From an optimization exercise on the open Yosys and OpenROAD flow, aimed at small area and a short achievable clock period; shortcuts taken in it are not production practice. At most, simulation tests tie the RTL to the original design; equivalence was not proved.

==> module Butterfly_Unit, before the edit <==
module Butterfly_Unit (
    input clk,
    input reset,
    input [1:0] operation,   
    input valid_in,
    input [11:0] a_in,
    input [11:0] b_in,
    input [11:0] zeta,
    output reg [11:0] a_out,
    output reg [11:0] b_out,
    output reg valid_out
);
    localparam [12:0] Q = 13'd3329;
    wire        intt0 = operation[0];
    wire        zero0 = operation[1];
    wire [12:0] d0    = {1'b0, a_in} - {1'b0, b_in};
    wire [12:0] ds0, dc0;
    CSA #(13) csa_d (.a({1'b0, a_in}), .b({1'b1, ~b_in}), .c(13'd3330), .s(ds0), .y(dc0));
    wire [12:0] dq0   = ds0 + dc0;                                   
    wire [11:0] m0    = !intt0 ? b_in : (d0[12] ? dq0[11:0] : d0[11:0]);
    wire [12:0] s0    = {1'b0, a_in & {12{~zero0}}} + {1'b0, b_in & {12{intt0 & ~zero0}}};
    reg [11:0] m1, z1;
    reg [12:0] s1;
    reg        op1;
    reg        v1;
    always @(posedge clk) begin
        m1  <= m0;
        s1  <= s0;
        z1  <= zeta & {12{~zero0}};
        op1 <= intt0;
    end
    wire [23:0] px1, py1;
    Mul12_CS mul (.a(z1), .b(m1), .x(px1), .y(py1));
    reg [23:0] px2, py2;
    reg [12:0] s2;
    reg        op2;
    reg        v2;
    always @(posedge clk) begin
        px2 <= px1;
        py2 <= py1;
        s2  <= s1;
        op2 <= op1;
    end
    wire [11:0] h2 = px2[23:12] + py2[23:12];
    wire [12:0] t0;
    wire [11:0] t1;
    wire [14:0] t2;
    Tab_P12 tab0 (.h(h2[3:0]),  .t(t0));
    Tab_P16 tab1 (.h(h2[7:4]),  .t(t1));
    Tab_P20 tab2 (.h(h2[11:8]), .t(t2));
    wire [14:0] sa, ca, sb, cb, sc, cc;
    CSA #(15) csa_a (.a({3'b000, px2[11:0]}), .b({3'b000, py2[11:0]}), .c({2'b00, t0}), .s(sa), .y(ca));
    CSA #(15) csa_b (.a(sa), .b(ca), .c({3'b000, t1}), .s(sb), .y(cb));
    CSA #(15) csa_c (.a(sb), .b(cb), .c(t2), .s(sc), .y(cc));
    reg [14:0] xs3, xc3;
    reg [12:0] s3;
    reg        op3;
    reg        v3;
    always @(posedge clk) begin
        xs3 <= sc;
        xc3 <= cc;
        s3  <= s2;
        op3 <= op2;
    end
    wire [14:0] x3  = xs3 + xc3;
    wire        ge1 = x3 >= 15'd3329;
    wire        ge2 = x3 >= 15'd6658;
    wire        ge3 = x3 >= 15'd9987;
    wire        ge4 = x3 >= 15'd13316;
    wire [11:0] x31 = x3[11:0] + 12'd767;
    wire [11:0] x32 = x3[11:0] + 12'd1534;
    wire [11:0] x33 = x3[11:0] + 12'd2301;
    wire [11:0] x34 = x3[11:0] + 12'd3068;
    wire [11:0] r3  = ge4 ? x34 : ge3 ? x33 : ge2 ? x32 : ge1 ? x31 : x3[11:0];
    reg [11:0] r4;
    reg [12:0] s4;
    reg        op4;
    reg        v4;
    always @(posedge clk) begin
        r4  <= r3;
        s4  <= s3;
        op4 <= op3;
    end
    wire [11:0] rn4 = r4 & {12{~op4}};
    wire [12:0] t4  = s4 + {1'b0, rn4};                            
    wire        tg4 = t4 >= 13'd3329;
    wire [11:0] tm4 = t4[11:0] + 12'd767;
    wire [11:0] ao4 = tg4 ? tm4 : t4[11:0];
    wire [12:0] u4  = {1'b0, s4[11:0]} - {1'b0, r4};
    wire [11:0] uq4 = u4[11:0] + 12'd3329;
    wire [11:0] bo4 = op4 ? r4 : (u4[12] ? uq4 : u4[11:0]);
    always @(posedge clk) begin
        a_out <= ao4;
        b_out <= bo4;
    end
    always @(posedge clk) begin
        if (reset) begin
            v1 <= 1'b0; v2 <= 1'b0; v3 <= 1'b0; v4 <= 1'b0; valid_out <= 1'b0;
        end else begin
            v1 <= valid_in; v2 <= v1; v3 <= v2; v4 <= v3; valid_out <= v4;
        end
    end
endmodule
==> flow/config.mk <==
export PLATFORM = sky130hd
export DESIGN_NAME = Butterfly_Unit
export DESIGN_NICKNAME = Butterfly_Unit
export VERILOG_FILES = /design/flow/design.v
export SDC_FILE = /design/flow/constraint.sdc
export NUM_CORES = 4
export LEC_CHECK = 0
export CAP_MARGIN = 20
export CELL_PAD_IN_SITES_DETAIL_PLACEMENT = 0
export CELL_PAD_IN_SITES_GLOBAL_PLACEMENT = 0
export CORE_MARGIN = 2
export CORE_UTILIZATION = 55
export SETUP_SLACK_MARGIN = 3.0
export SLEW_MARGIN = 20
export TNS_END_PERCENT = 0
==> flow/constraint.sdc <==
create_clock -name core_clock -period 6.5 [get_ports {clk}]
set_input_delay 1.3000 -clock core_clock [delete_from_list [all_inputs] [get_ports {clk}]]
set_output_delay 1.3000 -clock core_clock [all_outputs]
set_load 0.01 [all_outputs]
run.sh (not shown) runs the stock make flow with config.mk's settings and CLKGATE_MAP_FILE= SYNTH_SCRIPT=/design/flow/synth_recipe.tcl, a recipe that flattens the netlist after the stock synthesis.
Next try:
--- a/flow/design.v
+++ b/flow/design.v
@@ -217,30 +217,29 @@
     output reg valid_out
 );
     localparam [12:0] Q = 13'd3329;
     wire        intt0 = operation[0];
-    wire        zero0 = operation[1];
     wire [12:0] d0    = {1'b0, a_in} - {1'b0, b_in};
     wire [12:0] ds0, dc0;
     CSA #(13) csa_d (.a({1'b0, a_in}), .b({1'b1, ~b_in}), .c(13'd3330), .s(ds0), .y(dc0));
     wire [12:0] dq0   = ds0 + dc0;                                   
     wire [11:0] m0    = !intt0 ? b_in : (d0[12] ? dq0[11:0] : d0[11:0]);
-    wire [12:0] s0    = {1'b0, a_in & {12{~zero0}}} + {1'b0, b_in & {12{intt0 & ~zero0}}};
+    wire [12:0] s0    = {1'b0, a_in} + {1'b0, b_in & {12{intt0}}};
     reg [11:0] m1, z1;
     reg [12:0] s1;
-    reg        op1;
+    reg [1:0]  op1;
     reg        v1;
     always @(posedge clk) begin
         m1  <= m0;
         s1  <= s0;
-        z1  <= zeta & {12{~zero0}};
-        op1 <= intt0;
+        z1  <= zeta;
+        op1 <= operation;
     end
     wire [23:0] px1, py1;
     Mul12_CS mul (.a(z1), .b(m1), .x(px1), .y(py1));
     reg [23:0] px2, py2;
     reg [12:0] s2;
-    reg        op2;
+    reg [1:0]  op2;
     reg        v2;
     always @(posedge clk) begin
         px2 <= px1;
         py2 <= py1;
@@ -259,9 +258,9 @@
     CSA #(15) csa_b (.a(sa), .b(ca), .c({3'b000, t1}), .s(sb), .y(cb));
     CSA #(15) csa_c (.a(sb), .b(cb), .c(t2), .s(sc), .y(cc));
     reg [14:0] xs3, xc3;
     reg [12:0] s3;
-    reg        op3;
+    reg [1:0]  op3;
     reg        v3;
     always @(posedge clk) begin
         xs3 <= sc;
         xc3 <= cc;
@@ -279,26 +278,29 @@
     wire [11:0] x34 = x3[11:0] + 12'd3068;
     wire [11:0] r3  = ge4 ? x34 : ge3 ? x33 : ge2 ? x32 : ge1 ? x31 : x3[11:0];
     reg [11:0] r4;
     reg [12:0] s4;
-    reg        op4;
+    reg [1:0]  op4;
     reg        v4;
     always @(posedge clk) begin
         r4  <= r3;
         s4  <= s3;
         op4 <= op3;
     end
-    wire [11:0] rn4 = r4 & {12{~op4}};
+    wire [11:0] rn4 = r4 & {12{~op4[0]}};
     wire [12:0] t4  = s4 + {1'b0, rn4};                            
-    wire        tg4 = t4 >= 13'd3329;
-    wire [11:0] tm4 = t4[11:0] + 12'd767;
-    wire [11:0] ao4 = tg4 ? tm4 : t4[11:0];
+    wire [13:0] ts4, tc4;
+    CSA #(14) csa_t (.a({1'b0, s4}), .b({2'b00, rn4}), .c(14'h32ff), .s(ts4), .y(tc4));
+    wire [13:0] tm4 = ts4 + tc4;                                   
+    wire [11:0] ao4 = tm4[13] ? t4[11:0] : tm4[11:0];
     wire [12:0] u4  = {1'b0, s4[11:0]} - {1'b0, r4};
-    wire [11:0] uq4 = u4[11:0] + 12'd3329;
-    wire [11:0] bo4 = op4 ? r4 : (u4[12] ? uq4 : u4[11:0]);
+    wire [12:0] us4, uc4;
+    CSA #(13) csa_u (.a({1'b0, s4[11:0]}), .b({1'b1, ~r4}), .c(13'd3330), .s(us4), .y(uc4));
+    wire [12:0] uq4 = us4 + uc4;                                   
+    wire [11:0] bo4 = op4[0] ? r4 : (u4[12] ? uq4[11:0] : u4[11:0]);
     always @(posedge clk) begin
-        a_out <= ao4;
-        b_out <= bo4;
+        a_out <= op4[1] ? 12'd0 : ao4;
+        b_out <= op4[1] ? 12'd0 : bo4;
     end
     always @(posedge clk) begin
         if (reset) begin
             v1 <= 1'b0; v2 <= 1'b0; v3 <= 1'b0; v4 <= 1'b0; valid_out <= 1'b0;
Result: Global-route usage is lower by 0.92 points; via count went down slightly; critical path depth falls by 2; worst setup slack improved by 14 ps; synthesized cell count climbs by a few percent; cell area is higher slightly; sequential cell count went up by 4; non-clock buffer count shrinks by 20; utilization went down by 3.0 points; synthesized area grows by a few percent; wire length decreases slightly.
Function not checked in the second run of this note: the RTL went through the layout flow alone.

[re-timing with driven ports]
The flow's constraints put no driver on any port. The routed layouts listed below were extracted and timed again, unchanged, in two steps. Step 1 assumes that a clkbuf_16 drives the clock port and a buf_2 every other input. Step 2 times the ports against the registers' clock, not the clock port: input delays grow and output delays shrink by t, the midpoint of the rising clock arrivals with the driver on. Slacks: ideal ports / drivers / drivers and shift; pairs: ideal ports / drivers.
run | t (ns) | setup slack, ns | hold WS [ns] | clock arrival spread, ns | worst slew at a driven data input, ns
the first run | 0.482 | 2.913 / 2.913 / 2.520 | 0.323 / 0.323 / 0.323 | 0.021 / 0.022 | 0.03
the second run | 0.484 | 2.927 / 2.927 / 2.490 | 0.320 / 0.320 / 0.320 | 0.015 / 0.015 | 0.04
After both steps setup and hold are still met in every run listed. For the second run, which loses most, drivers alone change the setup slack by 0.000 ns; drivers and shift together by -0.437 ns.
